What follows belongs to an exercise in optimizing a design on an open flow for small area; a production flow would make more cautious choices.
Function was checked by simulation only, so behaviour that the tests miss may differ from the original.
No activity file was given, so power comes from the tool's default toggle rates.

**flow/flow/run.sh**
```bash
#!/bin/bash
# Own layout flow: the standard synthesis, then an area re-mapping of the
# combinational logic (registers untouched), then the standard layout.
set -euo pipefail
W=$(pwd)
R=$W/orfs/results/$FLOW_PLATFORM/sd_frame_reader_top/base
YOSYS=$FLOW_HOME/../tools/install/yosys/bin/yosys
[[ -x $YOSYS ]] || YOSYS=yosys

export BUFFER_PORTS_ARGS="-buffer_cell sky130_fd_sc_hd__buf_1"
export CTS_ARGS="-sink_clustering_enable -repair_clock_nets -dont_use_dummy_load -buf_list sky130_fd_sc_hd__clkbuf_8 -sink_clustering_size 32 -sink_clustering_max_diameter 300"

bash standard.sh synth > $W/log_synth.txt 2>&1
cp $R/1_2_yosys.v $W/std_synth.v

export REMAP_LIB=$FLOW_HOME/platforms/$FLOW_PLATFORM/lib/sky130_fd_sc_hd__tt_025C_1v80.lib
export REMAP_TOP=$FLOW_TOP
export REMAP_IN=$W/std_synth.v
export REMAP_OUT=$W/remap.v
export REMAP_ABC_TIME=60
export REMAP_DONT_USE="$(cat $W/flow/dont_use.txt)"
$YOSYS -c $W/flow/remap.tcl > $W/log_remap.txt 2>&1

cp $W/remap.v $R/1_2_yosys.v
rm -f $R/1_synth.odb $R/1_synth.sdc
bash standard.sh > $W/log_layout.txt 2>&1
```
**flow/flow/dont_use.txt**
```
sky130_fd_sc_hd__probe_p_8 sky130_fd_sc_hd__probec_p_8 sky130_fd_sc_hd__lpflow_bleeder_1 sky130_fd_sc_hd__lpflow_clkbufkapwr_1 sky130_fd_sc_hd__lpflow_clkbufkapwr_16 sky130_fd_sc_hd__lpflow_clkbufkapwr_2 sky130_fd_sc_hd__lpflow_clkbufkapwr_4 sky130_fd_sc_hd__lpflow_clkbufkapwr_8 sky130_fd_sc_hd__lpflow_clkinvkapwr_1 sky130_fd_sc_hd__lpflow_clkinvkapwr_16 sky130_fd_sc_hd__lpflow_clkinvkapwr_2 sky130_fd_sc_hd__lpflow_clkinvkapwr_4 sky130_fd_sc_hd__lpflow_clkinvkapwr_8 sky130_fd_sc_hd__lpflow_decapkapwr_12 sky130_fd_sc_hd__lpflow_decapkapwr_3 sky130_fd_sc_hd__lpflow_decapkapwr_4 sky130_fd_sc_hd__lpflow_decapkapwr_6 sky130_fd_sc_hd__lpflow_decapkapwr_8 sky130_fd_sc_hd__lpflow_inputiso0n_1 sky130_fd_sc_hd__lpflow_inputiso0p_1 sky130_fd_sc_hd__lpflow_inputiso1n_1 sky130_fd_sc_hd__lpflow_inputiso1p_1 sky130_fd_sc_hd__lpflow_inputisolatch_1 sky130_fd_sc_hd__lpflow_isobufsrc_1 sky130_fd_sc_hd__lpflow_isobufsrc_16 sky130_fd_sc_hd__lpflow_isobufsrc_2 sky130_fd_sc_hd__lpflow_isobufsrc_4 sky130_fd_sc_hd__lpflow_isobufsrc_8 sky130_fd_sc_hd__lpflow_isobufsrckapwr_16 sky130_fd_sc_hd__lpflow_lsbuf_lh_hl_isowell_tap_1 sky130_fd_sc_hd__lpflow_lsbuf_lh_hl_isowell_tap_2 sky130_fd_sc_hd__lpflow_lsbuf_lh_hl_isowell_tap_4 sky130_fd_sc_hd__lpflow_lsbuf_lh_isowell_4 sky130_fd_sc_hd__lpflow_lsbuf_lh_isowell_tap_1 sky130_fd_sc_hd__lpflow_lsbuf_lh_isowell_tap_2 sky130_fd_sc_hd__lpflow_lsbuf_lh_isowell_tap_4
```
**flow/flow/remap.tcl**
```tcl
# Area re-mapping of the standard synthesis netlist's combinational logic.
# Every register instance keeps its name and cell type; only the logic
# between registers and ports is re-synthesised (ABC, area oriented).
yosys -import
set lib      $::env(REMAP_LIB)
set top      $::env(REMAP_TOP)
set abc_time $::env(REMAP_ABC_TIME)
set du {}
foreach c $::env(REMAP_DONT_USE) { lappend du -dont_use $c }

read_liberty -ignore_miss_func $lib
read_verilog $::env(REMAP_IN)
hierarchy -top $top
# sequential cells stay instances
setattr -mod -set keep_hierarchy 1 sky130_fd_sc_hd__*df* sky130_fd_sc_hd__*dl*
flatten
opt_clean -purge
select -module $top
tee -o $::env(REMAP_OUT).pre_stat.txt stat
abc -liberty $lib {*}$du -script "+strash;&get,-n;&deepsyn,-T,$abc_time;&put;dch,-f;amap;topo"
opt_clean -purge
splitnets
opt_clean -purge
hilomap -singleton -hicell sky130_fd_sc_hd__conb_1 HI -locell sky130_fd_sc_hd__conb_1 LO
insbuf -buf sky130_fd_sc_hd__buf_4 A X
opt_clean -purge
select -clear
select $top
write_verilog -noattr -nohex -nodec -selected $::env(REMAP_OUT)
```
**flow/standard.sh**
```bash
#!/bin/bash
# synth_recipe.tcl (not shown) runs the flow's synth.tcl, then flattens the netlist and writes it again
# the make line also repeats each setting of config.mk as NAME=value (left out here)
make -C /OpenROAD-flow-scripts/flow DESIGN_CONFIG=/design/flow/config.mk WORK_HOME=/design/flow/orfs CLKGATE_MAP_FILE= SYNTH_SCRIPT=/design/flow/synth_recipe.tcl "${@:-finish}"
```
**flow/config.mk**
```make
export PLATFORM = sky130hd
export DESIGN_NAME = sd_frame_reader_top
export DESIGN_NICKNAME = sd_frame_reader_top
export VERILOG_FILES = /design/flow/design.v
export SDC_FILE = /design/flow/constraint.sdc
export NUM_CORES = 4
export LEC_CHECK = 0
export ABC_AREA = 1
export CAP_MARGIN = 20
export CORE_MARGIN = 2
export CORE_UTILIZATION = 60
export PLACE_DENSITY = 0.7
export SLEW_MARGIN = 20
```
**flow/constraint.sdc**
```tcl
create_clock -name core_clock -period 10.0 [get_ports {clk}]
set_input_delay 2.0000 -clock core_clock [delete_from_list [all_inputs] [get_ports {clk}]]
set_output_delay 2.0000 -clock core_clock [all_outputs]
set_load 0.01 [all_outputs]
```
**flow/design.v**
```verilog
`timescale 1ns / 1ps
module sd_frame_reader_top
(
  input  wire        clk,
  input  wire        rst,
  output wire        sd_sck,
  output wire        sd_mosi,
  input  wire        sd_miso,
  output wire        sd_cs_n,
  output wire [31:0] waddr,
  output reg  [7:0]  wdata,
  output wire        we,
  output wire        frame_done,
  output wire        init_ready,
  output wire        init_is_sdhc,
  output wire        any_error
);
  localparam [4:0]
    S_RST      = 5'd0,
    S_DUMMY    = 5'd1,
    S_CMD0_S   = 5'd2,
    S_CMD0_R   = 5'd3,
    S_CMD8_S   = 5'd4,
    S_CMD8_R   = 5'd5,
    S_CMD8_RD  = 5'd6,
    S_LOOP     = 5'd7,
    S_CMD55_S  = 5'd8,
    S_CMD55_R  = 5'd9,
    S_ACMD41_S = 5'd10,
    S_ACMD41_R = 5'd11,
    S_CMD58_S  = 5'd12,
    S_CMD58_R  = 5'd13,
    S_CMD58_RD = 5'd14,
    S_CMD16_S  = 5'd15,
    S_CMD16_R  = 5'd16,
    S_ERR_I    = 5'd17,
    S_DONE     = 5'd18,
    S_RCMD_S   = 5'd19,
    S_RCMD_R   = 5'd20,
    S_WTOK     = 5'd21,
    S_STRF     = 5'd22,
    S_STREAM   = 5'd23,
    S_DROP     = 5'd24,
    S_BLK      = 5'd25,
    S_NEXT     = 5'd26,
    S_STOP_S   = 5'd27,
    S_STOP_R   = 5'd28,
    S_FIN      = 5'd29,
    S_ERR_R    = 5'd30;
  reg [4:0]  state;
  reg [16:0] R;
  wire [3:0] idx = R[11:8];
  reg [1:0]  ph;
  reg        sck;
  reg [2:0]  bitc;
  reg [7:0]  rx;
  reg        sdhc;
  reg [18:0] addr;
  wire idle  = (ph == 2'd0);
  wire start = (ph == 2'd1);
  wire busy  = (ph == 2'd2);
  wire done  = (ph == 2'd3);
  wire rd    = (state > S_DONE);           
  wire st_send  = (state == S_CMD0_S) | (state == S_CMD8_S) | (state == S_CMD55_S) |
                  (state == S_ACMD41_S) | (state == S_CMD58_S) | (state == S_CMD16_S) |
                  (state == S_RCMD_S) | (state == S_STOP_S);
  wire st_long  = (state == S_CMD0_R) | (state == S_CMD8_R) | (state == S_ACMD41_R);
  wire st_short = (state == S_CMD55_R) | (state == S_CMD58_R) | (state == S_CMD16_R);
  wire st_wait  = (state == S_RCMD_R) | (state == S_WTOK) | (state == S_STOP_R);
  wire st_poll  = st_long | st_short | st_wait;
  wire st_read  = (state == S_CMD8_RD) | (state == S_CMD58_RD);
  wire st_err   = (state == S_ERR_I) | (state == S_ERR_R);
  wire lim = st_long  ? &R[15:8] :
             st_short ? &R[14:8] :
             (R[16] & R[13] & R[12] & R[11] & R[7]);    
  wire rx_ff = &rx;
  wire rx_00 = ~|rx;
  wire rx_01 = (rx == 8'h01);
  wire wr_st = (state == S_STREAM) || (state == S_DROP && idx[0] == 1'b0);
  wire dv = idle && wr_st;
  assign we = start && wr_st;
  reg [7:0] tx;
  always @* begin
    case (state)
      S_CMD0_S:   case (idx[2:0]) 3'd1: tx = 8'h40; 3'd6: tx = 8'h95; default: tx = 8'h00; endcase
      S_CMD8_S:   case (idx[2:0]) 3'd1: tx = 8'h48; 3'd4: tx = 8'h01; 3'd5: tx = 8'hAA; 3'd6: tx = 8'h87; default: tx = 8'h00; endcase
      S_CMD55_S:  case (idx[2:0]) 3'd1: tx = 8'h77; 3'd6: tx = 8'h65; default: tx = 8'h00; endcase
      S_ACMD41_S: case (idx[2:0]) 3'd1: tx = 8'h69; 3'd2: tx = 8'h40; 3'd6: tx = 8'h77; default: tx = 8'h00; endcase
      S_CMD58_S:  case (idx[2:0]) 3'd1: tx = 8'h7A; 3'd6: tx = 8'hFD; default: tx = 8'h00; endcase
      S_CMD16_S:  case (idx[2:0]) 3'd1: tx = 8'h50; 3'd4: tx = 8'h02; 3'd6: tx = 8'h15; default: tx = 8'h00; endcase
      S_RCMD_S:   case (idx[2:0]) 3'd1: tx = 8'h52; 3'd3: tx = sdhc ? 8'h00 : 8'h10; 3'd4: tx = sdhc ? 8'h08 : 8'h00; 3'd6: tx = 8'hFF; default: tx = 8'h00; endcase
      S_STOP_S:   case (idx[2:0]) 3'd1: tx = 8'h4C; 3'd6: tx = 8'hFD; default: tx = 8'h00; endcase
      default:    tx = 8'hFF;
    endcase
  end
  assign sd_sck       = sck;
  assign sd_mosi      = busy ? tx[bitc] : 1'b1;
  assign sd_cs_n      = (state == S_RST) | (state == S_DUMMY) |
                        ((state == S_CMD0_S) & (idx[2:0] == 3'd0)) |
                        ((state == S_DONE) & (idx[1:0] != 2'd0)) |
                        (state == S_FIN) | (st_err & idx[0]);
  assign waddr        = {13'd0, addr};
  assign init_ready   = rd | ((state == S_DONE) & (idx[1:0] != 2'd0));
  assign init_is_sdhc = sdhc;
  assign any_error    = st_err;
  assign frame_done   = (state == S_FIN) & (idx[1:0] == 2'd1);
  wire tc  = rd ? R[1] : (&R[7:3] & R[1]);
  wire fin = busy && tc && sck && bitc == 3'd0;
  always @(posedge clk) begin
    if (start) bitc <= 3'd7;
    else if (busy && tc && sck) bitc <= bitc - 3'd1;
    if (busy && tc && !sck) rx <= {rx[6:0], sd_miso};
  end
  reg [4:0] nstate;
  reg       issue, iinc, go;
  always @* begin
    nstate = state;
    go     = 1'b0;
    issue  = 1'b0;
    iinc   = 1'b0;
    if (st_send) begin
      if (idle) begin
        if (!(idx[2] & idx[1])) begin issue = 1'b1; iinc = 1'b1; end
        else begin
          go = 1'b1;
          case (state)
            S_CMD0_S:   nstate = S_CMD0_R;
            S_CMD8_S:   nstate = S_CMD8_R;
            S_CMD55_S:  nstate = S_CMD55_R;
            S_ACMD41_S: nstate = S_ACMD41_R;
            S_CMD58_S:  nstate = S_CMD58_R;
            S_CMD16_S:  nstate = S_CMD16_R;
            S_RCMD_S:   nstate = S_RCMD_R;
            default:    nstate = S_STOP_R;
          endcase
        end
      end
    end
    if (st_long | st_short) begin
      if (lim) begin go = 1'b1; nstate = S_ERR_I; end
      else begin
        issue = idle;
        if (done) begin
          case (state)
            S_CMD0_R:
              if (rx_01) begin go = 1'b1; nstate = S_CMD8_S; end
              else if (!rx_ff) begin go = 1'b1; nstate = S_ERR_I; end
            S_CMD8_R:
              if (rx_01 || rx == 8'h05) begin go = 1'b1; nstate = S_CMD8_RD; end
              else if (!rx_ff) begin go = 1'b1; nstate = S_ERR_I; end
            S_ACMD41_R:
              if (rx_00) begin go = 1'b1; nstate = S_CMD58_S; end
              else if (!rx_ff) begin go = 1'b1; nstate = S_LOOP; end
            S_CMD55_R:
              if (!rx_ff) begin go = 1'b1; nstate = S_ACMD41_S; end
            S_CMD58_R:
              if (rx_00) begin go = 1'b1; nstate = S_CMD58_RD; end
              else if (!rx_ff) begin go = 1'b1; nstate = S_ERR_I; end
            default:
              if (rx_00) begin go = 1'b1; nstate = S_DONE; end
              else if (!rx_ff) begin go = 1'b1; nstate = S_ERR_I; end
          endcase
        end
      end
    end
    if (st_wait) begin
      if (lim) begin go = 1'b1; nstate = S_ERR_R; end
      else issue = idle;
      if (done) begin
        case (state)
          S_RCMD_R:
            if (rx_00) begin go = 1'b1; nstate = S_WTOK; end
            else if (!rx_ff) begin go = 1'b1; nstate = S_ERR_R; end
          S_WTOK:
            if (rx == 8'hFE) begin go = 1'b1; nstate = S_STRF; end
          default:
            if (!rx_ff) begin go = 1'b1; nstate = S_FIN; end
        endcase
      end
    end
    if (st_read) begin
      if (!idx[2]) begin issue = idle; iinc = done; end
      else begin
        go = 1'b1;
        if (state == S_CMD8_RD) nstate = S_LOOP;
        else nstate = R[12] ? S_DONE : S_CMD16_S;
      end
    end
    if (st_err) iinc = !idx[0];
    case (state)
      S_RST: begin go = 1'b1; nstate = S_DUMMY; end
      S_DUMMY: begin
        if (!(idx[3] & idx[1])) begin issue = idle; iinc = done; end
        else begin go = 1'b1; nstate = S_CMD0_S; end
      end
      S_LOOP: begin go = 1'b1; nstate = S_CMD55_S; end
      S_DONE: begin
        iinc = 1'b1;
        if (idx[1] & idx[0]) begin go = 1'b1; nstate = S_RCMD_S; end
      end
      S_STRF: begin
        issue = idle;
        if (done) begin go = 1'b1; nstate = S_STREAM; end
      end
      S_STREAM: begin
        issue = idle;
        if (done && (&addr[8:0])) begin go = 1'b1; nstate = S_DROP; end
      end
      S_DROP: begin
        issue = idle; iinc = done;
        if (done && idx[0]) begin go = 1'b1; nstate = S_BLK; end
      end
      S_BLK:  begin go = 1'b1; nstate = (addr[18] & addr[15] & addr[13] & addr[12]) ? S_STOP_S : S_NEXT; end
      S_NEXT: begin go = 1'b1; nstate = S_WTOK; end
      S_FIN:  iinc = !idx[1];
      default: ;
    endcase
  end
  wire        pstep = issue & st_poll;
  wire        c0    = busy & !tc;
  wire        c2    = rd & pstep;
  wire        c8    = (!rd & pstep) | iinc;
  wire [1:0]  s0    = R[1:0] + {1'b0, c0};
  wire        k2    = (c0 & R[1] & R[0]) | c2;
  wire [5:0]  s2    = R[7:2] + {5'd0, k2};
  wire        k8    = (k2 & (&R[7:2])) | c8;
  wire [8:0]  s8    = R[16:8] + {8'd0, k8};
  wire        dclr  = start | (busy & tc);
  wire        ccs_ld = (state == S_CMD58_RD) & done & (idx[2:0] == 3'd0);
  always @(posedge clk) begin
    if (go) R <= 17'd0;
    else begin
      if (dclr) R <= {s8, rd ? s2 : 6'd0, 2'd0};
      else      R <= {s8, s2, s0};
      if (ccs_ld) R[12] <= rx[6];
    end
  end
  always @(posedge clk) begin
    if (rst) begin
      state <= S_RST;
      ph    <= 2'd0;
      sck   <= 1'b0;
      sdhc  <= 1'b0;
      wdata <= 8'd0;
      addr  <= 19'd0;
    end else begin
      state <= nstate;
      case (ph)
        2'd0:    ph <= issue ? 2'd1 : 2'd0;
        2'd1:    ph <= 2'd2;
        2'd2:    ph <= fin ? 2'd3 : 2'd2;
        default: ph <= 2'd0;
      endcase
      if (busy && tc) sck <= ~sck;
      if (state == S_CMD58_RD && idx[2]) sdhc <= R[12];
      if (dv) begin
        wdata <= rx;
        addr  <= addr + 19'd1;
      end
    end
  end
endmodule
```
==> results of run 1 <==
-- sequential cells by signal, indices dropped and copies added, names as in the netlist --
signal and cells:
sck 1, ph 2, wdata 8, sdhc 1
R 17, rx 8, bitc 3, addr 19
state 5
-- per-layer routing --
metal  vias to the layer above  track usage (%)  routed length, um
li1                       1622                -                  -
met5                         -                0                  0
met4                         0            15.42                362
met2                       195            46.92               4124
met3                        48            4.638                733
met1                      1505            39.38               3973
-- final timing paths --
path                 start        to  slack [ns]  depth (start not counted)
hold / removal        R[6]      R[6]        0.46                          2
hold reg to reg       R[6]      R[6]        0.46                          2
setup / recovery  state[2]   sd_mosi        5.12                          8
setup reg to reg  state[2]  addr[18]        5.70                         15
-- cell usage in the layout, fill, tap and decap left out, drive strengths merged, types with 2 or more instances in the layout --
master and instances:
a211oi 9, a21oi 10, a311oi 2, a31oi 6, a32o 8, a32oi 2, and2 7, and3 9
buf 39, clkbuf 9, clkinv 50, conb 13, dfxtp 56, edfxtp 8, nand2 27, nand3 8
nand4 5, nor2 103, nor3 40, nor4 4, o2111a 2, o211a 2, o211ai 4, o21a 3
o21ai 25, o22ai 4, o311a 2, o32ai 2, or2 3, or3 3
-- report_power, final --
part / switching (mW) / internal (mW)
sequential: 0.00492 / 0.262
clock: 0.0866 / 0.0801
combinational: 0.0203 / 0.00727
total: 0.112 / 0.349
-- metrics by stage --
stage / cells / util (%)
floorplan: 473 / -
global placement: 544 / 62.35
detailed placement: 544 / 62.35
CTS: 553 / 64.59
global route: 553 / 64.59
finish: 553 / 64.59
-- area by class of cell --
cell class / count / area share, %
Clock buffer: 9 / 3.462
Inverter: 50 / 5.245
Multi-Input combinational cell: 319 / 46.43
Sequential cell: 64 / 38.04
Tap cell: 72 / 2.517
Timing Repair Buffer: 39 / 4.301
-- critical path, stage by stage, from the launching register on --
cell,delay [ns]
dfxtp_1,0.49
clkinv_1,0.43
o21ai_0,0.37
a21oi_1,0.11
a2111oi_0,0.61
o22ai_1,0.16
nand3b_1,0.11
nand4b_1,0.11
buf_1,0.16
==> impl_results.md, run 1 <==
* First-pass GRT wire length at about 15000 um
* Fillers at 520
* H-tree depth at 3
* Mean Syn Cell Area at around 7.5 um^2
* # port buffers at 37
* # DRC at 0
* Mapped cell area at ~3500 um^2
* Seq. cell area at 1361 um^2
* Final worst path period need at approximately 4.9 ns
* Worst Max-Slew Pin Slew at around 0.83 ns
* Area growth syn-to-layout at 3.249%
* Clock root cell: clkbuf_8
* Via density at slightly above 6
* Worst Hold Class: reg2reg
* Initial Util at between 60 and 70%
* Clock buffer depth at 2
* Post-CTS Repair Setup Buffers at 0
* Die Y at ~80 um
* GRT Util Overall at between 20% and 30%
* Fin Setup TNS at 0 ns
* Routability cong. at approximately 1.0
* Leakage at roughly 1.2 nW
* DIE WIDTH at about 80 um
* Post-DR wirelength/cell at between 15 and 20 um
* Grt ovf at 0
* # diodes at 0
* CP Data Arrival Time at 2.88 ns
* Antenna violations before repair at 0
* Unrepaired setup endpoints after global routing: no
* Die ar. at around 6400 um^2
* Initial drt markers at 401
* Core Region at roughly 5500 um^2
* Hold_ws at ~0.46 ns
* PnR worst setup slack at around 5.1 ns
* Vias at between 3k and 4k
* Final Hold Fails at 0
* Tot Pwr at ~0.46 mW
* Core Rows at 27
* Clock latency (worst-skew pair) at roughly 0.34 ns
* VDD IR max at roughly 0.000096 V
* Number of hold buffers added after cts at 0
* Critical path endpoint category: output pin
* Detailed Route WL at about 9000 um
* Finished Cell Area at between 3000 and 4000 um^2
* Relative slew slack at 44.74%
* Crit-path max FO at 14
* Power density over the cells at approximately 130 nW/um^2
* Nets at around 490
* Largest net degree at the start of global routing at 29
* Final setup viols at 0
* Remaining antenna violation count at 0
* F_max at 204.8 MHz
* Dpl ws at between 5 and 6 ns
* # clock sinks at between 60 and 70
* Worst Skew at approximately 0.014 ns
* Num CTS Buffers at 9
* Footprint of the multi-input gates at around 1700 um^2
* CP Launch Type: flop
* Resize count post-CTS at 0
* CTS tree: built
* Cells after synthesis at about 460
* Via count of the first global-routing pass at ~3.0k
* Yosys warning count at 1
* Run status: timing/DRC/antenna clean
* Ports at a little over 50
* Post-DP Area at approximately 3500 um^2
* Drt pass-1 iters at 10
* Clk pin slew, worst setup/hold paths at approximately 0.050 ns
* Required time of the worst setup path at around 8 ns
* Final worst path period share at a little under 50%
* Layout cells sized above 1 at ~2.3%
* Slew Viols, Final at 0
* Crit Path Category: reg2out
* DP HPWL at between 6000 and 7000 um
* Max cap viols at 0
==> run 2, diff against run 1 <==
--- a/flow/flow/run.sh
+++ b/flow/flow/run.sh
@@ -8,7 +8,7 @@
 [[ -x $YOSYS ]] || YOSYS=yosys
 
 export BUFFER_PORTS_ARGS="-buffer_cell sky130_fd_sc_hd__buf_1"
-export CTS_ARGS="-sink_clustering_enable -repair_clock_nets -dont_use_dummy_load -buf_list sky130_fd_sc_hd__clkbuf_8 -sink_clustering_size 32 -sink_clustering_max_diameter 300"
+export CTS_ARGS="-sink_clustering_enable -repair_clock_nets -dont_use_dummy_load -buf_list sky130_fd_sc_hd__clkbuf_4"
 
 bash standard.sh synth > $W/log_synth.txt 2>&1
 cp $R/1_2_yosys.v $W/std_synth.v
==> run 2 against run 1 <==
Register-to-register slack worse by 0.03 ns; largest power group unchanged; sequential power barely moved; highest routed layer unchanged; still clean on timing, DRC and antenna; combinational power barely moved; synthesized cell count unchanged.
==> impl_results.md, run 2 <==
* Most common cell after layout, fill and taps aside: nor2_1
* Antenna violations before repair at 0 (unchanged)
* Via count of the first global-routing pass at 2962 (-0.27%)
* Largest regs: addr: 19 flops, R: 17 flops
* Fillers at 522 (+0.38%)
* # DRC at 0 (unchanged)
* Seq. cell area at 1361 um^2 (unchanged)
* Remaining antenna violation count at 0 (unchanged)
* CP Data Arrival Time at 2.89 ns (about the same)
* Post-layout util at 63.57% (-1.0 points)
* Relative slew slack at 46.56% (+1.8 points)
* Number of hold buffers added after cts at 0 (unchanged)
* Final worst path period share at 48.87% (about the same)
* GRT Util Overall at 29.84% (about the same)
* Routability cong. at 1.004 (unchanged)
* CP Cell Sequence: clkinv_1 > nor2_1 > a21oi_1 > a2111oi_0 > o22ai_1 > nand3b_1 > nand4b_1 > buf_1
* Grt ovf at 0 (unchanged)
* Drt pass-1 iters at 6 (-4)
* Most flop-heavy register: addr
* Required time of the worst setup path at 8.00 ns (about the same)
* # clock sinks at 64 (unchanged)
* Post-DR wirelength/cell at 16.46 um (-0.99%)
* Cells after synthesis at 461 (unchanged)
* Post-CTS Repair Setup Buffers at 0 (unchanged)
* Critical path endpoint category: output pin
* Detailed Route WL at 9103 um (-0.99%)
* Clk pin slew, worst setup/hold paths at 0.09 ns (+0.04 ns)
* Post-DP Area at 3455 um^2 (unchanged)
* Core Region at 5540 um^2 (unchanged)
* Final Hold Fails at 0 (unchanged)
* Core Rows at 27 (unchanged)
* Final worst path period need at 4.887 ns (+0.004450 ns)
* Final setup viols at 0 (unchanged)
* Clock buffer depth at 2 (unchanged)
* Unrepaired setup endpoints after global routing: no
* Die ar. at 6400 um^2 (unchanged)
* Num CTS Buffers at 9 (unchanged)
* H-tree depth at 3 (unchanged)
* Worst Skew at 0.01883 ns (+0.005004 ns)
* FF-to-FF path depth at 15 (unchanged)
* Nets at 486 (unchanged)
* Crit-path slowest cell: a2111oi_0
* R2R Path Start: state[2]
* Mean Syn Cell Area at 7.518 um^2 (unchanged)
* Power density over the cells at 118.4 nW/um^2 (-8.1%)
* PnR worst setup slack at 5.113 ns (-0.004450 ns)
* Area growth syn-to-layout at 1.625%
* CTS tree: built
* F_max at 204.6 MHz (about the same)
* Run status: timing/DRC/antenna clean
* Crit Path Category: reg2out
* Initial drt markers at 368 (-8.2%)
* Dpl ws at 5.651 ns (unchanged)
* # port buffers at 37 (unchanged)
* Crit-path max FO at 10 (-4)
* Worst Hold Endpoint: R[6]
* Layout cells sized above 1 at 2.287% (unchanged)
* Largest net degree at the start of global routing at 29 (unchanged)
* Worst path max stage delay at 0.56 ns (-0.05 ns)
* Via density at 6.054 (-0.65%)
* Worst Max-Slew Pin Slew at 0.7987 ns (-0.02725 ns)
* DP HPWL at 6885 um (unchanged)
* Yosys warning count at 1 (unchanged)
* Clock latency (worst-skew pair) at 0.41 ns (+0.07 ns)
* Hold_ws at 0.4683 ns (+0.003840 ns)
* # diodes at 0 (unchanged)
* Number of flip-flops under the largest register name at 19 (unchanged)
* R2r endpoint: addr[18]
* Die Y at 80 um (unchanged)
* Most frequent cells in the layout: nor2_1, dfxtp_1, clkinv_1, nor3_1, buf_1
* Vias at 3348 (-0.65%)
* Worst Hold Class: reg2reg
* Clock root cell: clkbuf_4
* Hold depth at 2 (unchanged)
* Footprint of the multi-input gates at 1662 um^2 (unchanged)
* Resize count post-CTS at 0 (unchanged)
* DIE WIDTH at 80 um (unchanged)
* Fin Setup TNS at 0 ns (unchanged)
* Finished Cell Area at 3522 um^2 (-1.6%)
* Leakage at 1.139 nW (-2.0%)
* Max cap viols at 0 (unchanged)
* Ports at 51 (unchanged)
* Worst hold start: R[6]
* Mapped cell area at 3466 um^2 (unchanged)
* Slew Viols, Final at 0 (unchanged)
* Reg2reg setup slack at 5.67 ns (-0.03 ns)
* VDD IR max at 0.00008759 V (-9.2%)
* Initial Util at 62.56% (unchanged)
* First-pass GRT wire length at 14520 um (-0.14%)
* CP Launch Type: flop
-- run 2: worst max-delay path, delay by kind of cell (launching register included) --
family	cells	cell delay (ns)
and+or+nand+nor	3	0.60
AOI/OAI and AO/OA	3	0.87
buffers and inverters	2	0.48
DFF	1	0.55
-- run 2: metrics by stage --
step / power [mW] / std cells
4_1_cts: 0.4173 / 553
6_report: 0.4170 / 553
5_1_grt: 0.4286 / 553
3_3_place_gp: 0.2988 / 544
3_5_place_dp: 0.2986 / 544
2_1_floorplan: 0.2920 / 473
-- run 2: final cells by class --
class	instances	share of cell area, %
multi-input cells	319	47.18
flip-flops and latches	64	38.65
inverters	50	5.329
repair buffers	39	4.369
well taps	72	2.558
clock buffers	9	1.918
-- run 2: routing by layer --
| metal | global-route usage (%) | vias to the layer above | part of all wire (%) |
|---|---|---|---|
| met2 | 47.17 | 181 | 45 |
| met1 | 39.38 | 1502 | 43 |
| met5 | 0 | - | 0 |
| met3 | 4.525 | 47 | 8.1 |
| li1 | - | 1618 | - |
| met4 | 15.25 | 0 | 4.2 |
-- run 2: worst max-delay path by stage --
| stage | startpoint | end | slack, ns | depth (start not counted) |
|---|---|---|---|---|
| detailed placement | state[2] | sd_mosi | 5.65 | 8 |
| global placement | state[2] | sd_mosi | 5.66 | 8 |
| global route | state[3] | sd_mosi | 4.92 | 8 |
| finish | state[3] | sd_mosi | 5.11 | 8 |
| CTS | state[3] | sd_mosi | 5.20 | 8 |
| floorplan | state[2] | sd_mosi | 6.24 | 7 |
-- run 2: report_power, final --
group / internal [mW] / leakage [nW] / switching [mW] / total, mW
clock: 0.0418 / 0.0414 / 0.0815 / 0.123
combinational: 0.00727 / 0.573 / 0.0201 / 0.0274
sequential: 0.261 / 0.524 / 0.00494 / 0.266
==> run 3, diff against run 2 <==
--- a/flow/flow/run.sh
+++ b/flow/flow/run.sh
@@ -9,6 +9,7 @@
 
 export BUFFER_PORTS_ARGS="-buffer_cell sky130_fd_sc_hd__buf_1"
 export CTS_ARGS="-sink_clustering_enable -repair_clock_nets -dont_use_dummy_load -buf_list sky130_fd_sc_hd__clkbuf_4"
+export SKIP_REPAIR_TIE_FANOUT=1
 
 bash standard.sh synth > $W/log_synth.txt 2>&1
 cp $R/1_2_yosys.v $W/std_synth.v
@@ -17,7 +18,7 @@
 export REMAP_TOP=$FLOW_TOP
 export REMAP_IN=$W/std_synth.v
 export REMAP_OUT=$W/remap.v
-export REMAP_ABC_TIME=60
+export REMAP_ABC_TIME=90
 export REMAP_DONT_USE="$(cat $W/flow/dont_use.txt)"
 $YOSYS -c $W/flow/remap.tcl > $W/log_remap.txt 2>&1
 
--- a/flow/flow/remap.tcl
+++ b/flow/flow/remap.tcl
@@ -17,7 +17,7 @@
 opt_clean -purge
 select -module $top
 tee -o $::env(REMAP_OUT).pre_stat.txt stat
-abc -liberty $lib {*}$du -script "+strash;&get,-n;&deepsyn,-T,$abc_time;&put;dch,-f;amap;topo"
+abc -liberty $lib {*}$du -script "+strash;&get,-n;&deepsyn,-T,$abc_time;&dch,-f;&nf,-R,1000,-p;&put;topo"
 opt_clean -purge
 splitnets
 opt_clean -purge
==> run 3 against run 2 <==
Power barely moved; highest routed layer unchanged; flip-flop and latch count did not move; hold slack improved by 0.010 ns; final cell count fell by 9.9%; die area fell by 1.3%; critical path type unchanged; largest cell class unchanged; sequential power barely moved.
==> impl_results.md, run 3 <==
* Run status: timing/DRC/antenna clean
* Core Rows at 27 (unchanged)
* Clock buffer depth at 2 (unchanged)
* Post-CTS Repair Setup Buffers at 0 (unchanged)
* CP dominant cell by count: a21oi_1
* # diodes at 0 (unchanged)
* Required time of the worst setup path at 8.00 ns (about the same)
* Clk pwr share at 29.6% (about the same)
* Cells after synthesis at 419 (-9.1%)
* Ports at 51 (unchanged)
* Most flop-heavy register: addr
* CP Launch Type: flop
* Largest regs: addr: 19 flops, R: 17 flops
* Mean Syn Cell Area at 8.155 um^2 (+8.5%)
* # port buffers at 37 (unchanged)
* Sw Ratio at 25.51% (-0.066 points)
* Initial Util at 62.05% (-0.50 points)
* Top routing layer in use: met4
* Final setup viols at 0 (unchanged)
* VDD IR max at 0.0001120 V (+28%)
* First-pass GRT wire length at 14120 um (-2.7%)
* Core Region at 5507 um^2 (-0.61%)
* Via count of the first global-routing pass at 2958 (-0.14%)
* Unrepaired setup endpoints after global routing: no
* PnR worst setup slack at 5.130 ns (+0.01641 ns)
* Crit-path max FO at 19 (+9)
* Routability cong. at 0.9560 (-4.8%)
* Wire length on met1 at 3618 um (-7.3%)
* Number of hold buffers added after cts at 0 (unchanged)
* Worst path max stage delay at 0.77 ns (+0.21 ns)
* Die Y at 79.47 um (-0.67%)
* Max cap viols at 0 (unchanged)
* Clk pin slew, worst setup/hold paths at 0.09 ns (about the same)
* CTS tree: built
* Relative slew slack at 32.01% (-15 points)
* Detailed Route WL at 8728 um (-4.1%)
* Num CTS Buffers at 9 (unchanged)
* Worst Skew at 0.02664 ns (+0.007802 ns)
* Number of flip-flops under the largest register name at 19 (unchanged)
* Largest net degree at the start of global routing at 31 (+6.9%)
* CP Data Arrival Time at 2.87 ns (-0.02 ns)
* Leakage at 1.133 nW (-0.48%)
* Most frequent cells in the layout: dfxtp_1, nor2_1, buf_1, nor3_1, a21oi_1
* Area growth syn-to-layout at 0.2930%
* Post-layout util at 62.24% (-1.3 points)
* Crit-path slowest cell: dfxtp_1
* Drt pass-1 iters at 7 (+1)
* Slew Viols, Final at 0 (unchanged)
* Fillers at 505 (-3.3%)
* Post-DR wirelength/cell at 17.53 um (+6.5%)
* Vias at 3265 (-2.5%)
* Clock latency (worst-skew pair) at 0.42 ns (about the same)
* Clock root cell: clkbuf_4
* Layout cells sized above 1 at 2.582% (+0.30 points)
* F_max at 205.3 MHz (+0.34%)
* Worst Hold Class: reg2reg
* CP Cell Sequence: clkinv_1 > nand2_1 > nor4b_1 > nor4_1 > a21oi_1 > a21oi_1 > or3_1 > nand4_1 > buf_1
* Resize count post-CTS at 0 (unchanged)
* Routed wl met2 at 3908 um (-4.2%)
* Nets at 431 (-11%)
* Power density over the cells at 121.6 nW/um^2 (+2.7%)
* H-tree depth at 3 (unchanged)
* Antenna violations before repair at 0 (unchanged)
* Final worst path period need at 4.870 ns (-0.01641 ns)
* Grt ovf at 0 (unchanged)
* Yosys warning count at 1 (unchanged)
* Remaining antenna violation count at 0 (unchanged)
* GRT Util Overall at 28.51% (-1.3 points)
* Comb power frac at 6.0% (-0.6 points)
* Most common cell after layout, fill and taps aside: dfxtp_1
* Part of the power in registers at 64.5% (+0.7 points)
* Crit Path Category: reg2out
* Sw power at 0.1063 mW (-0.29%)
* DP HPWL at 6039 um (-12%)
* Dpl ws at 5.701 ns (+0.04983 ns)
* Die ar. at 6315 um^2 (-1.3%)
* Fin Setup TNS at 0 ns (unchanged)
* Initial drt markers at 426 (+16%)
* DIE WIDTH at 79.47 um (-0.67%)
* Final Hold Fails at 0 (unchanged)
* Mapped cell area at 3417 um^2 (-1.4%)
* Via density at 6.556 (+8.3%)
* # DRC at 0 (unchanged)
* Power Internal at 0.3105 mW (about the same)
* WL met3 at 932 um (+26%)
* # clock sinks at 64 (unchanged)
* Worst Max-Slew Pin Slew at 0.9941 ns (+0.1955 ns)
* Critical path endpoint category: output pin
* Final worst path period share at 48.70% (-0.16 points)
[run 3: worst paths after layout]
check	cells after the start	endpoint	from	slack (ns)
max	9	sd_mosi	state[3]	5.13
min	1	wdata[0]	wdata[0]	0.48
max reg2reg	13	R[16]	state[3]	5.67
min reg2reg	1	wdata[0]	wdata[0]	0.48
[run 3: critical path: cells and delay by family (launching register included)]
family                 cells  cell delay, ns
DFF                        1            0.77
and+or+nand+nor            5            0.88
AOI/OAI and AO/OA          2            0.21
buffers and inverters      2            0.59
[run 3: layer usage]
metal / vias to the layer above / GRT usage [%]
li1: 1539 / -
met1: 1491 / 37.47
met2: 195 / 44.29
met3: 40 / 8.258
met4: 0 / 10.86
met5: - / 0
[run 3: cell type report]
type                            instances  area [um^2]  share of cell area [%]
Multi-Input combinational cell        311         1747                   50.97
Sequential cell                        64         1361                   39.72
Timing Repair Buffer                   38        146.4                   4.272
Tap cell                               72        90.09                   2.629
Clock buffer                            9        67.56                   1.972
Inverter                                4        15.01                  0.4381
[run 3: power groups by stage]
stage	registers [mW]	clock network (mW)	logic [mW]
6_report	0.269	0.123	0.0249
5_1_grt	0.269	0.137	0.0271
4_1_cts	0.268	0.125	0.0241
3_5_place_dp	0.274	0	0.0240
3_3_place_gp	0.274	0	0.0239
2_1_floorplan	0.272	0	0.0209
[run 3: through the flow]
| stage | hold slack, ns | power [mW] | cell area [um^2] | cells |
|---|---|---|---|---|
| 3_3_place_gp | 0.4542 | 0.2982 | 3359 | 489 |
| 2_1_floorplan | 0.4371 | 0.2928 | 3417 | 419 |
| 5_1_grt | 0.5030 | 0.4337 | 3427 | 498 |
| 4_1_cts | 0.4811 | 0.4181 | 3427 | 498 |
| 3_5_place_dp | 0.4570 | 0.2983 | 3359 | 489 |
| 6_report | 0.4785 | 0.4169 | 3427 | 498 |
==> run 4, diff against run 3 <==
--- a/flow/design.v
+++ b/flow/design.v
@@ -1,5 +1,12 @@
 `timescale 1ns / 1ps
 module sd_frame_reader_top
+#(
+  parameter SYSCLK_HZ      = 100_000_000,
+  parameter INIT_DIV       = 16'd250,
+  parameter DATA_DIV       = 16'd2,
+  parameter LBA_START      = 32'd2048,
+  parameter BLOCKS_TO_READ = 32'd600
+)
 (
   input  wire        clk,
   input  wire        rst,
@@ -57,9 +64,9 @@
   reg        sdhc;
   reg [18:0] addr;
   wire idle  = (ph == 2'd0);
-  wire start = (ph == 2'd1);
-  wire busy  = (ph == 2'd2);
-  wire done  = (ph == 2'd3);
+  wire start = (ph == 2'd3);
+  wire busy  = (ph == 2'd1);
+  wire done  = (ph == 2'd2);
   wire rd    = (state > S_DONE);           
   wire st_send  = (state == S_CMD0_S) | (state == S_CMD8_S) | (state == S_CMD55_S) |
                   (state == S_ACMD41_S) | (state == S_CMD58_S) | (state == S_CMD16_S) |
@@ -246,9 +253,9 @@
     end else begin
       state <= nstate;
       case (ph)
-        2'd0:    ph <= issue ? 2'd1 : 2'd0;
-        2'd1:    ph <= 2'd2;
-        2'd2:    ph <= fin ? 2'd3 : 2'd2;
+        2'd0:    ph <= issue ? 2'd3 : 2'd0;
+        2'd3:    ph <= 2'd1;
+        2'd1:    ph <= fin ? 2'd2 : 2'd1;
         default: ph <= 2'd0;
       endcase
       if (busy && tc) sck <= ~sck;
==> run 4 against run 3 <==
Combinational power grew to 9.0 times the previous value; non-clock buffer count is 1 higher; first-iteration DRC count is 17% lower; critical path type unchanged; critical endpoint unchanged; highest routed layer unchanged.
==> impl_results.md, run 4 <==
* Final setup viols at 0 (unchanged)
* R2r endpoint: addr[18]
* Worst path max stage delay at 0.67 ns (-0.10 ns)
* WL met3 at 614 um (-34%)
* Final worst path period share at 50.99% (+2.3 points)
* Mean Syn Cell Area at 8.124 um^2 (-0.38%)
* Number of flip-flops under the largest register name at 19 (unchanged)
* Clk pin slew, worst setup/hold paths at 0.08 ns (about the same)
* Vias at 3202 (-1.9%)
* Most common cell after layout, fill and taps aside: dfxtp_1
* # port buffers at 37 (unchanged)
* Start point of the critical path: state[0]
* Power density over the cells at 197.2 nW/um^2 (+62%)
* Detailed Route WL at 8242 um (-5.6%)
* Ports at 51 (unchanged)
* FF-to-FF path depth at 14 (+1)
* Core Region at 5540 um^2 (+0.61%)
* # diodes at 0 (unchanged)
* # clock sinks at 64 (unchanged)
* Via count of the first global-routing pass at 2779 (-6.1%)
* Yosys warning count at 1 (unchanged)
* Number of hold buffers added after cts at 0 (unchanged)
* F_max at 196.1 MHz (-4.5%)
* Mapped cell area at 3445 um^2 (+0.81%)
* Worst Skew at 0.02935 ns (+0.002717 ns)
* Required time of the worst setup path at 8.00 ns (about the same)
* Drt pass-1 iters at 6 (-1)
* CTS tree: built
* DP HPWL at 5991 um (-0.80%)
* DIE WIDTH at 79.77 um (+0.38%)
* Num CTS Buffers at 9 (unchanged)
* Relative slew slack at 46.15% (+14 points)
* Critical path endpoint category: output pin
* VDD IR max at 0.0001177 V (+5.1%)
* Worst Hold Class: reg2reg
* Tot Pwr at 0.6815 mW (+63%)
* Remaining antenna violation count at 0 (unchanged)
* Crit-path slowest cell: dfxtp_1
* Largest regs: addr: 19 flops, R: 17 flops
* Crit path to: sd_mosi
* Crit Path Category: reg2out
* Layout cells sized above 1 at 2.546% (-0.036 points)
* Crit-path max FO at 16 (-3)
* Final Hold Fails at 0 (unchanged)
* Routed wl met2 at 3713 um (-5.0%)
* Initial drt markers at 353 (-17%)
* CP Cell Sequence: clkinv_1 > nand2_1 > nor2_1 > and4_1 > a221oi_1 > a32o_1 > a31oi_1 > o21ai_0 > nand4_1 > buf_1
* First-pass GRT wire length at 13110 um (-7.2%)
* Die ar. at 6363 um^2 (+0.77%)
* # DRC at 0 (unchanged)
* Seq. cell area at 1361 um^2 (unchanged)
* R2R Path Start: state[3]
* Clock latency (worst-skew pair) at 0.41 ns (about the same)
* Unrepaired setup endpoints after global routing: no
* Run status: timing/DRC/antenna clean
* Top routing layer in use: met4
* Most flop-heavy register: addr
* CP Launch Type: flop
* Final worst path period need at 5.099 ns (+0.2289 ns)
* Slew Viols, Final at 0 (unchanged)
* Resize count post-CTS at 0 (unchanged)
* Antenna violations before repair at 0 (unchanged)
* Most frequent cells in the layout: dfxtp_1, nor2_1, buf_1, a21oi_1, nand2_1
* Via density at 6.353 (-3.1%)
* Max cap viols at 0 (unchanged)
* Clock root cell: clkbuf_4
* Fillers at 521 (+3.2%)
* Footprint of the multi-input gates at 1772 um^2 (+1.4%)
* Largest net degree at the start of global routing at 31 (unchanged)
* Nets at 437 (+1.4%)
* Fin Setup TNS at 0 ns (unchanged)
* Post-DR wirelength/cell at 16.35 um (-6.7%)
* Cells after synthesis at 424 (+1.2%)
* Grt ovf at 0 (unchanged)
* Post-CTS Repair Setup Buffers at 0 (unchanged)
* Reg2reg setup slack at 5.60 ns (-0.07 ns)
* Core Rows at 27 (unchanged)
* Area growth syn-to-layout at 0.3268% (about the same)
* H-tree depth at 3 (unchanged)
* Wire length on met1 at 3678 um (+1.7%)
* Post-layout util at 62.38% (+0.14 points)
* Die Y at 79.77 um (+0.38%)
* Leakage at 1.212 nW (+6.9%)
* Initial Util at 62.17% (+0.12 points)
* GRT Util Overall at 26.59% (-1.9 points)
* Routability cong. at 0.9554 (about the same)
* CP Data Arrival Time at 3.10 ns (+0.23 ns)
* Worst Max-Slew Pin Slew at 0.7977 ns (-0.1965 ns)
* Clock buffer depth at 2 (unchanged)
-- run 4: power breakdown --
part	internal (mW)	switching, mW	total (mW)
Combinational	0.0760	0.146	0.223
Clock	0.0417	0.0779	0.120
Sequential	0.280	0.0596	0.339
Total	0.398	0.284	0.682
-- run 4: worst max-delay path: cells and delay by family (launching register included) --
family,cells,cell delay [ns]
buf+inv,2,0.63
simple gates,4,0.71
flops,1,0.67
compound gates,4,0.69
-- run 4: how the worst min path moves through the flow --
| stage | slack (ns) | start | endpoint | depth (start not counted) |
|---|---|---|---|---|
| floorplan | 0.43 | R[16] | R[16] | 2 |
| detailed placement | 0.45 | R[6] | R[6] | 1 |
| CTS | 0.48 | R[6] | R[6] | 1 |
| global placement | 0.45 | R[6] | R[6] | 1 |
| finish | 0.47 | R[6] | R[6] | 1 |
| global route | 0.49 | R[6] | R[6] | 1 |
-- run 4: routing by layer --
metal / track usage, % / vias to the layer above
met2: 42.35 / 153
met3: 5.317 / 38
met1: 35.14 / 1461
met5: 0 / -
li1: - / 1550
met4: 11.36 / 0
-- run 4: metrics by stage --
stage | setup slack, ns | cell area [um^2] | hold WS [ns] | std cells
floorplan | 5.963 | 3445 | 0.4291 | 424
global placement | 5.472 | 3388 | 0.4506 | 495
detailed placement | 5.437 | 3388 | 0.4528 | 495
CTS | 5.002 | 3456 | 0.4752 | 504
global route | 4.704 | 3456 | 0.4909 | 504
finish | 4.901 | 3456 | 0.4714 | 504
-- run 4: area by class of cell --
cell class              instances  area share [%]
multi-input cells             317           51.27
well taps                      72           2.607
inverters                       3          0.3259
repair buffers                 39           4.453
flip-flops and latches         64           39.39
clock buffers                   9           1.955
==> run 5, diff against run 4 <==
--- a/flow/flow/run.sh
+++ b/flow/flow/run.sh
@@ -18,7 +18,7 @@
 export REMAP_TOP=$FLOW_TOP
 export REMAP_IN=$W/std_synth.v
 export REMAP_OUT=$W/remap.v
-export REMAP_ABC_TIME=90
+export REMAP_ABC_TIME=900
 export REMAP_DONT_USE="$(cat $W/flow/dont_use.txt)"
 $YOSYS -c $W/flow/remap.tcl > $W/log_remap.txt 2>&1
 
--- a/flow/flow/remap.tcl
+++ b/flow/flow/remap.tcl
@@ -17,7 +17,7 @@
 opt_clean -purge
 select -module $top
 tee -o $::env(REMAP_OUT).pre_stat.txt stat
-abc -liberty $lib {*}$du -script "+strash;&get,-n;&deepsyn,-T,$abc_time;&dch,-f;&nf,-R,1000,-p;&put;topo"
+abc -liberty $lib {*}$du -script "+strash;&get,-n;&deepsyn,-J,300,-T,$abc_time;&dch,-f;&nf,-R,1000,-p;&put;topo"
 opt_clean -purge
 splitnets
 opt_clean -purge
==> run 5 against run 4 <==
Still clean; non-clock buffer count shrank 1; clock skew up 0.0078 ns; sequential share of layout area rose by 0.51 points; fmax up 1.0%; worst setup slack improved by 0.052 ns; count of clock-buffer cells in the layout stayed put; power is 3.8% higher; synthesized cell count down 1.9%; final cell count decreased by 1.8%; critical path type unchanged.
==> impl_results.md, run 5 <==
* Remaining antenna violation count at 0 (unchanged)
* CP dominant cell by count: nand2_1
* Post-DR wirelength/cell at 16.43 um (+0.50%)
* GRT Util Overall at 27.61% (+1.0 points)
* Fin Setup TNS at 0 ns (unchanged)
* Dpl ws at 5.485 ns (+0.04747 ns)
* VDD IR max at 0.0001153 V (-2.0%)
* Core Region at 5507 um^2 (-0.61%)
* Clock latency (worst-skew pair) at 0.42 ns (about the same)
* Ports at 51 (unchanged)
* Post-CTS Repair Setup Buffers at 0 (unchanged)
* Clock buffer depth at 2 (unchanged)
* Routability cong. at 0.9524 (-0.31%)
* Vias at 3114 (-2.7%)
* Final worst path period share at 50.47% (-0.52 points)
* Unrepaired setup endpoints after global routing: no
* Yosys warning count at 1 (unchanged)
* Final worst path period need at 5.047 ns (-0.05184 ns)
* Required time of the worst setup path at 8.00 ns (about the same)
* H-tree depth at 3 (unchanged)
* Die ar. at 6300 um^2 (-1.0%)
* Worst Hold Class: reg2reg
* CP Data Arrival Time at 3.05 ns (-0.05 ns)
* Finished Cell Area at 3412 um^2 (-1.3%)
* Crit-path slowest cell: dfxtp_1
* Final setup viols at 0 (unchanged)
* Cells after synthesis at 416 (-1.9%)
* Slew Viols, Final at 0 (unchanged)
* Mapped cell area at 3408 um^2 (-1.1%)
* CP Launch Type: flop
* Resize count post-CTS at 0 (unchanged)
* Largest regs: addr: 19 flops, R: 17 flops
* Leakage at 1.186 nW (-2.1%)
* Grt ovf at 0 (unchanged)
* Core Rows at 27 (unchanged)
* # diodes at 0 (unchanged)
* Initial drt markers at 311 (-12%)
* Num CTS Buffers at 9 (unchanged)
* Mean Syn Cell Area at 8.193 um^2 (+0.85%)
* Most flop-heavy register: addr
* Post-DP Area at 3344 um^2 (-1.3%)
* F_max at 198.1 MHz (+1.0%)
* Post-layout util at 61.96% (-0.41 points)
* Via density at 6.291 (-0.98%)
* Final Hold Fails at 0 (unchanged)
* CTS tree: built
* Largest net degree at the start of global routing at 30 (-3.2%)
* # clock sinks at 64 (unchanged)
* Worst Skew at 0.03717 ns (+0.007816 ns)
* DIE WIDTH at 79.37 um (-0.50%)
* Power density over the cells at 207.4 nW/um^2 (+5.2%)
* Worst path max stage delay at 0.76 ns (+0.09 ns)
* Layout cells sized above 1 at 2.364% (-0.18 points)
* Initial Util at 61.90% (-0.28 points)
* Run status: timing/DRC/antenna clean
* Die Y at 79.37 um (-0.50%)
* Relative slew slack at 48.10% (+2.0 points)
* Area growth syn-to-layout at 0.1101%
* # port buffers at 37 (unchanged)
* Number of hold buffers added after cts at 0 (unchanged)
* Top delay family on crit path: compound AO/OA/AOI/OAI gates
* Max cap viols at 0 (unchanged)
* Nets at 428 (-2.1%)
* Detailed Route WL at 8135 um (-1.3%)
* Drt pass-1 iters at 7 (+1)
* Crit Path Category: reg2out
* Number of flip-flops under the largest register name at 19 (unchanged)
* WP buf/inv at 2 (unchanged)
* First-pass GRT wire length at 13570 um (+3.5%)
* Clk pin slew, worst setup/hold paths at 0.10 ns (+0.02 ns)
* # DRC at 0 (unchanged)
* Most common cell after layout, fill and taps aside: dfxtp_1
* Antenna violations before repair at 0 (unchanged)
* Via count of the first global-routing pass at 2859 (+2.9%)
* Critical path endpoint category: output pin
* Hold_ws at 0.4854 ns (+0.01409 ns)
* PnR worst setup slack at 4.953 ns (+0.05184 ns)
* DP HPWL at 5832 um (-2.7%)
* Most frequent cells in the layout: dfxtp_1, nor2_1, a21oi_1, buf_1, nand2_1
* Clock root cell: clkbuf_4
* CP Cell Sequence: clkinv_1 > nand2_1 > nand2_1 > a32oi_1 > o311ai_0 > a22o_1 > a21oi_1 > o2111ai_1 > buf_1
* Worst Max-Slew Pin Slew at 0.7774 ns (-0.02022 ns)
* Crit-path max FO at 20 (+4)
## run 5: layout make-up
type,instances,area (um^2)
inverters,7,26.28
repair buffers,38,146.4
clock buffers,9,67.56
fillers,531,2095
multi-input cells,305,1720
well taps,72,90.09
flip-flops and latches,64,1361
## run 5: path summary, 6_finish.rpt
| kind | cells past startpoint | slack (ns) | start | endpoint |
|---|---|---|---|---|
| worst max-delay path | 9 | 4.95 | state[0] | sd_mosi |
| worst min-delay path | 1 | 0.49 | wdata[7] | wdata[7] |
| worst max register to register | 15 | 5.49 | state[3] | addr[18] |
| worst min register to register | 1 | 0.49 | wdata[7] | wdata[7] |
## run 5: stage by stage
step	instances	power (mW)
5_1_grt	495	0.7515
6_report	495	0.7077
3_3_place_gp	486	0.5814
4_1_cts	495	0.7015
2_1_floorplan	416	0.5216
3_5_place_dp	486	0.5836
## run 5: metal layers
| layer | wire length (um) | part of all wire, % | global-route usage (%) | vias up |
|---|---|---|---|---|
| li1 | - | - | - | 1510 |
| met1 | 3704 | 46 | 36.65 | 1445 |
| met2 | 3620 | 44 | 42.29 | 142 |
| met3 | 665 | 8.2 | 9.729 | 17 |
| met4 | 144 | 1.8 | 8.621 | 0 |
| met5 | 0 | 0 | 0 | - |
## run 5: worst register-to-register path: stages, from the launching register on
cell and delay, ns:
dfxtp_1 0.84, nand2_1 0.27, nand2_1 0.18, o2111ai_1 0.19, nand2b_1 0.24, nor2_1 0.26, and3_1 0.30, nor2b_1 0.32
and3_1 0.25, and2_0 0.24, and3_1 0.27, nor2b_1 0.33, and3_1 0.25, and2_0 0.24, and3_1 0.18, nor3_1 0.04
## run 5: power breakdown
part           internal [mW]  total (mW)  switching [mW]  leakage (nW)
sequential             0.285       0.343          0.0578         0.526
clock                 0.0417       0.120          0.0778        0.0414
combinational         0.0904       0.245           0.155         0.619
==> run 6, diff against run 5 <==
--- a/flow/design.v
+++ b/flow/design.v
@@ -25,33 +25,33 @@
   localparam [4:0]
     S_RST      = 5'd0,
     S_DUMMY    = 5'd1,
-    S_CMD0_S   = 5'd2,
-    S_CMD0_R   = 5'd3,
-    S_CMD8_S   = 5'd4,
-    S_CMD8_R   = 5'd5,
-    S_CMD8_RD  = 5'd6,
-    S_LOOP     = 5'd7,
-    S_CMD55_S  = 5'd8,
-    S_CMD55_R  = 5'd9,
+    S_CMD0_S   = 5'd8,
+    S_CMD0_R   = 5'd16,
+    S_CMD8_S   = 5'd9,
+    S_CMD8_R   = 5'd17,
+    S_CMD8_RD  = 5'd2,
+    S_LOOP     = 5'd3,
+    S_CMD55_S  = 5'd11,
+    S_CMD55_R  = 5'd19,
     S_ACMD41_S = 5'd10,
-    S_ACMD41_R = 5'd11,
+    S_ACMD41_R = 5'd18,
     S_CMD58_S  = 5'd12,
-    S_CMD58_R  = 5'd13,
-    S_CMD58_RD = 5'd14,
-    S_CMD16_S  = 5'd15,
-    S_CMD16_R  = 5'd16,
-    S_ERR_I    = 5'd17,
-    S_DONE     = 5'd18,
-    S_RCMD_S   = 5'd19,
-    S_RCMD_R   = 5'd20,
-    S_WTOK     = 5'd21,
-    S_STRF     = 5'd22,
-    S_STREAM   = 5'd23,
-    S_DROP     = 5'd24,
-    S_BLK      = 5'd25,
-    S_NEXT     = 5'd26,
-    S_STOP_S   = 5'd27,
-    S_STOP_R   = 5'd28,
+    S_CMD58_R  = 5'd20,
+    S_CMD58_RD = 5'd4,
+    S_CMD16_S  = 5'd13,
+    S_CMD16_R  = 5'd21,
+    S_ERR_I    = 5'd6,
+    S_DONE     = 5'd5,
+    S_RCMD_S   = 5'd14,
+    S_RCMD_R   = 5'd22,
+    S_WTOK     = 5'd7,
+    S_STRF     = 5'd24,
+    S_STREAM   = 5'd25,
+    S_DROP     = 5'd26,
+    S_BLK      = 5'd27,
+    S_NEXT     = 5'd28,
+    S_STOP_S   = 5'd15,
+    S_STOP_R   = 5'd23,
     S_FIN      = 5'd29,
     S_ERR_R    = 5'd30;
   reg [4:0]  state;
@@ -67,13 +67,15 @@
   wire start = (ph == 2'd3);
   wire busy  = (ph == 2'd1);
   wire done  = (ph == 2'd2);
-  wire rd    = (state > S_DONE);           
-  wire st_send  = (state == S_CMD0_S) | (state == S_CMD8_S) | (state == S_CMD55_S) |
-                  (state == S_ACMD41_S) | (state == S_CMD58_S) | (state == S_CMD16_S) |
-                  (state == S_RCMD_S) | (state == S_STOP_S);
-  wire st_long  = (state == S_CMD0_R) | (state == S_CMD8_R) | (state == S_ACMD41_R);
-  wire st_short = (state == S_CMD55_R) | (state == S_CMD58_R) | (state == S_CMD16_R);
-  wire st_wait  = (state == S_RCMD_R) | (state == S_WTOK) | (state == S_STOP_R);
+  wire rd    = (state == S_RCMD_S) | (state == S_RCMD_R) | (state == S_WTOK) |
+               (state == S_STRF) | (state == S_STREAM) | (state == S_DROP) |
+               (state == S_BLK) | (state == S_NEXT) | (state == S_STOP_S) |
+               (state == S_STOP_R) | (state == S_FIN) | (state == S_ERR_R);
+  wire st_send  = (state[4:3] == 2'b01);
+  wire st_r1    = (state[4:3] == 2'b10);
+  wire st_long  = st_r1 & !state[2] & !(state[1] & state[0]);
+  wire st_short = st_r1 & (state[2] ^ (state[1] & state[0])) & !(state[2] & state[1]);
+  wire st_wait  = (st_r1 & state[2] & state[1]) | (state == S_WTOK);
   wire st_poll  = st_long | st_short | st_wait;
   wire st_read  = (state == S_CMD8_RD) | (state == S_CMD58_RD);
   wire st_err   = (state == S_ERR_I) | (state == S_ERR_R);
@@ -130,16 +132,7 @@
         if (!(idx[2] & idx[1])) begin issue = 1'b1; iinc = 1'b1; end
         else begin
           go = 1'b1;
-          case (state)
-            S_CMD0_S:   nstate = S_CMD0_R;
-            S_CMD8_S:   nstate = S_CMD8_R;
-            S_CMD55_S:  nstate = S_CMD55_R;
-            S_ACMD41_S: nstate = S_ACMD41_R;
-            S_CMD58_S:  nstate = S_CMD58_R;
-            S_CMD16_S:  nstate = S_CMD16_R;
-            S_RCMD_S:   nstate = S_RCMD_R;
-            default:    nstate = S_STOP_R;
-          endcase
+          nstate = {2'b10, state[2:0]};
         end
       end
     end
--- a/flow/flow/remap.tcl
+++ b/flow/flow/remap.tcl
@@ -17,7 +17,7 @@
 opt_clean -purge
 select -module $top
 tee -o $::env(REMAP_OUT).pre_stat.txt stat
-abc -liberty $lib {*}$du -script "+strash;&get,-n;&deepsyn,-J,300,-T,$abc_time;&dch,-f;&nf,-R,1000,-p;&put;topo"
+abc -liberty $lib {*}$du -script "+strash;&get,-n;&deepsyn,-J,300,-T,$abc_time;&dch,-f;&nf,-R,1000,-p,-F,10,-A,10,-a;&put;topo"
 opt_clean -purge
 splitnets
 opt_clean -purge
==> run 6 against run 5 <==
Area after synthesis down 1.8%; clock power about the same; still clean on timing, DRC and antenna; first-iteration DRC count up 24%; critical path depth up 7; worst setup slack better by 0.031 ns; global-route usage down 1.7 points.
==> impl_results.md, run 6 <==
* Cells after synthesis at 411 (-1.2%)
* Remaining antenna violation count at 0 (unchanged)
* Area growth syn-to-layout at 0.1121% (about the same)
* GR Util met3 at 7.931% (-1.8 points)
* Crit-path max FO at 15 (-25%)
* Antenna violations before repair at 0 (unchanged)
* Power density over the cells at 141.2 nW/um^2 (-32%)
* CTS tree: built
* Met1 Resource Use GR at 35.20% (-1.4 points)
* Most flop-heavy register: addr
* DIE WIDTH at 78.68 um (-0.88%)
* Clk pwr share at 25.6% (+8.7 points)
* Fin Setup TNS at 0 ns (unchanged)
* Part of the power in registers at 60.5% (+12 points)
* Post-CTS Repair Setup Buffers at 0 (unchanged)
* Crit Path Category: reg2reg
* Initial drt markers at 386 (+24%)
* # diodes at 0 (unchanged)
* Final worst path period share at 50.16% (-0.31 points)
* Via density at 6.204 (-1.4%)
* Run status: timing/DRC/antenna clean
* Comb power frac at 13.9% (-21 points)
* Sw power at 0.1373 mW (-53%)
* Placed cell count at 481 (-1.0%)
* Final setup viols at 0 (unchanged)
* Worst Max-Slew Pin Slew at 0.8998 ns (+0.1224 ns)
* Worst Skew at 0.03360 ns (-0.003572 ns)
* Final Hold Fails at 0 (unchanged)
* Clock root cell: clkbuf_4
* Post-layout util at 61.58% (-0.38 points)
* Dpl ws at 5.073 ns (-0.4117 ns)
* Resize count post-CTS at 0 (unchanged)
* Sw Ratio at 29.02% (-12 points)
* F_max at 199.4 MHz (+0.63%)
* Relative slew slack at 39.46% (-8.6 points)
* Power Internal at 0.3358 mW (-20%)
* Drt pass-1 iters at 8 (+1)
* Fillers at 524 (-1.3%)
* GRT Util Overall at 25.93% (-1.7 points)
* Unrepaired setup endpoints after global routing: no
* Core Rows at 27 (unchanged)
* Final worst path period need at 5.016 ns (-0.03140 ns)
* Most common cell after layout, fill and taps aside: dfxtp_1
* Clock buffer depth at 2 (unchanged)
* # port buffers at 37 (unchanged)
* DP HPWL at 5585 um (-4.2%)
* Largest net degree at the start of global routing at 31 (+3.3%)
* PnR worst setup slack at 4.984 ns (+0.03140 ns)
* Vias at 3040 (-2.4%)
* Clk pin slew, worst setup/hold paths at 0.09 ns (about the same)
* Number of flip-flops under the largest register name at 19 (unchanged)
* Clock latency (worst-skew pair) at 0.40 ns (-0.02 ns)
* Routability cong. at 1.032 (+8.4%)
* Grt ovf at 0 (unchanged)
* Final Non-Filler Cells at 490 (-1.0%)
* VDD IR max at 0.0001029 V (-11%)
* Ports at 51 (unchanged)
* Required time of the worst setup path at 10.27 ns (+2.27 ns)
* Nets at 423 (-1.2%)
* Post-DR wirelength/cell at 15.77 um (-4.0%)
* Hold_ws at 0.4856 ns (+0.0001190 ns)
* Via count of the first global-routing pass at 2723 (-4.8%)
* Mean Syn Cell Area at 8.140 um^2 (-0.64%)
* Num CTS Buffers at 9 (unchanged)
* Max cap viols at 0 (unchanged)
* Detailed Route WL at 7728 um (-5.0%)
* Die Y at 78.68 um (-0.88%)
* Core Region at 5439 um^2 (-1.2%)
* Gr busiest metal: met2
* Initial Util at 61.51% (-0.38 points)
* Leakage at 1.185 nW (-0.12%)
* Mapped cell area at 3346 um^2 (-1.8%)
* H-tree depth at 3 (unchanged)
* Largest regs: addr: 19 flops, R: 17 flops
* Met2 usage at 39.15% (-3.1 points)
* # DRC at 0 (unchanged)
* First-pass GRT wire length at 12700 um (-6.4%)
* Most frequent cells in the layout: dfxtp_1, nor2_1, a21oi_1, buf_1, nor3_1
* Slew Viols, Final at 0 (unchanged)
* Die ar. at 6190 um^2 (-1.7%)
* # clock sinks at 64 (unchanged)
* CP Data Arrival Time at 5.29 ns (+2.24 ns)
* CP Launch Type: flop
* Critical path endpoint category: flop
* Layout cells sized above 1 at 2.392% (+0.028 points)
* Number of hold buffers added after cts at 0 (unchanged)
* Yosys warning count at 1 (unchanged)
* Worst Hold Class: reg2reg
-- run 6: metrics by stage --
stage | power [mW] | cell area [um^2]
6_report | 0.4731 | 3349
4_1_cts | 0.4738 | 3349
5_1_grt | 0.4985 | 3349
3_3_place_gp | 0.3561 | 3282
3_5_place_dp | 0.3553 | 3282
2_1_floorplan | 0.3407 | 3346
-- run 6: final timing paths --
check / startpoint / endpoint / slack, ns / cells after the start
worst min-delay path: wdata[6] / wdata[6] / 0.49 / 1
worst max-delay path: state[3] / addr[18] / 4.98 / 16
worst max register to register: state[3] / addr[18] / 4.98 / 16
worst min register to register: wdata[6] / wdata[6] / 0.49 / 1
-- run 6: worst max-delay path, stage by stage (launching register included) --
cell and delay [ns]:
dfxtp_1 0.61, nand2_1 0.28, or3_1 0.46, nor4_1 0.76
and3_1 0.30, and2_0 0.25, and3_1 0.27, and3_1 0.26
and3_1 0.22, and2_0 0.25, and3_1 0.23, and2_0 0.24
and3_1 0.23, and2_0 0.25, nand3_1 0.14, xor2_1 0.14
nor2_1 0.05
-- run 6: layer usage --
metal / routed length (um) / share of wire, % / vias to the layer above
li1: - / - / 1491
met1: 3534 / 46 / 1383
met2: 3415 / 44 / 139
met3: 593 / 7.7 / 27
met4: 184 / 2.4 / 0
met5: 0 / 0 / -
-- run 6: layout make-up --
cell class                      count  area (um^2)  area share (%)
Tap cell                           72        90.09           2.690
Multi-Input combinational cell    301         1662           49.61
Clock buffer                        9        67.56           2.017
Sequential cell                    64         1361           40.64
Timing Repair Buffer               38        146.4           4.371
Inverter                            6        22.52          0.6724
-- run 6: power groups by stage --
stage | Sequential, mW | Combinational, mW | Clock, mW
finish | 0.286 | 0.0658 | 0.121
global route | 0.288 | 0.0745 | 0.136
CTS | 0.286 | 0.0638 | 0.124
detailed placement | 0.292 | 0.0632 | 0
global placement | 0.292 | 0.0642 | 0
floorplan | 0.287 | 0.0541 | 0

## separate check: timing with driven ports
In the flow no input, the clock included, has a driving cell. The finished layouts below were timed again as built, in two steps. Step 1: set_driving_cell puts a clkbuf_16 on clk and a buf_2 on each other input, an assumption about the parent block. Step 2 adds t to the input delays and takes it off the output delays; t is the mean of the earliest and latest rising clock arrival at the registers after step 1. Input paths then give back, and output paths get back, about the clock's delay inside the block. Three values: no drivers, after step 1, after step 2; two values: the first two.
run	shift t [ns]	setup WS [ns]	cell pins on the clock port's net
run 1	0.363	5.118 / 5.086 / 5.449	1
run 2	0.426	5.113 / 5.083 / 5.510	1
run 3	0.432	5.130 / 5.102 / 5.534	1
run 4	0.424	4.901 / 4.874 / 5.298	1
run 5	0.425	4.953 / 4.924 / 5.350	1
run 6	0.413	4.984 / 4.984 / 4.984	1
After both steps every run listed still meets setup and hold.
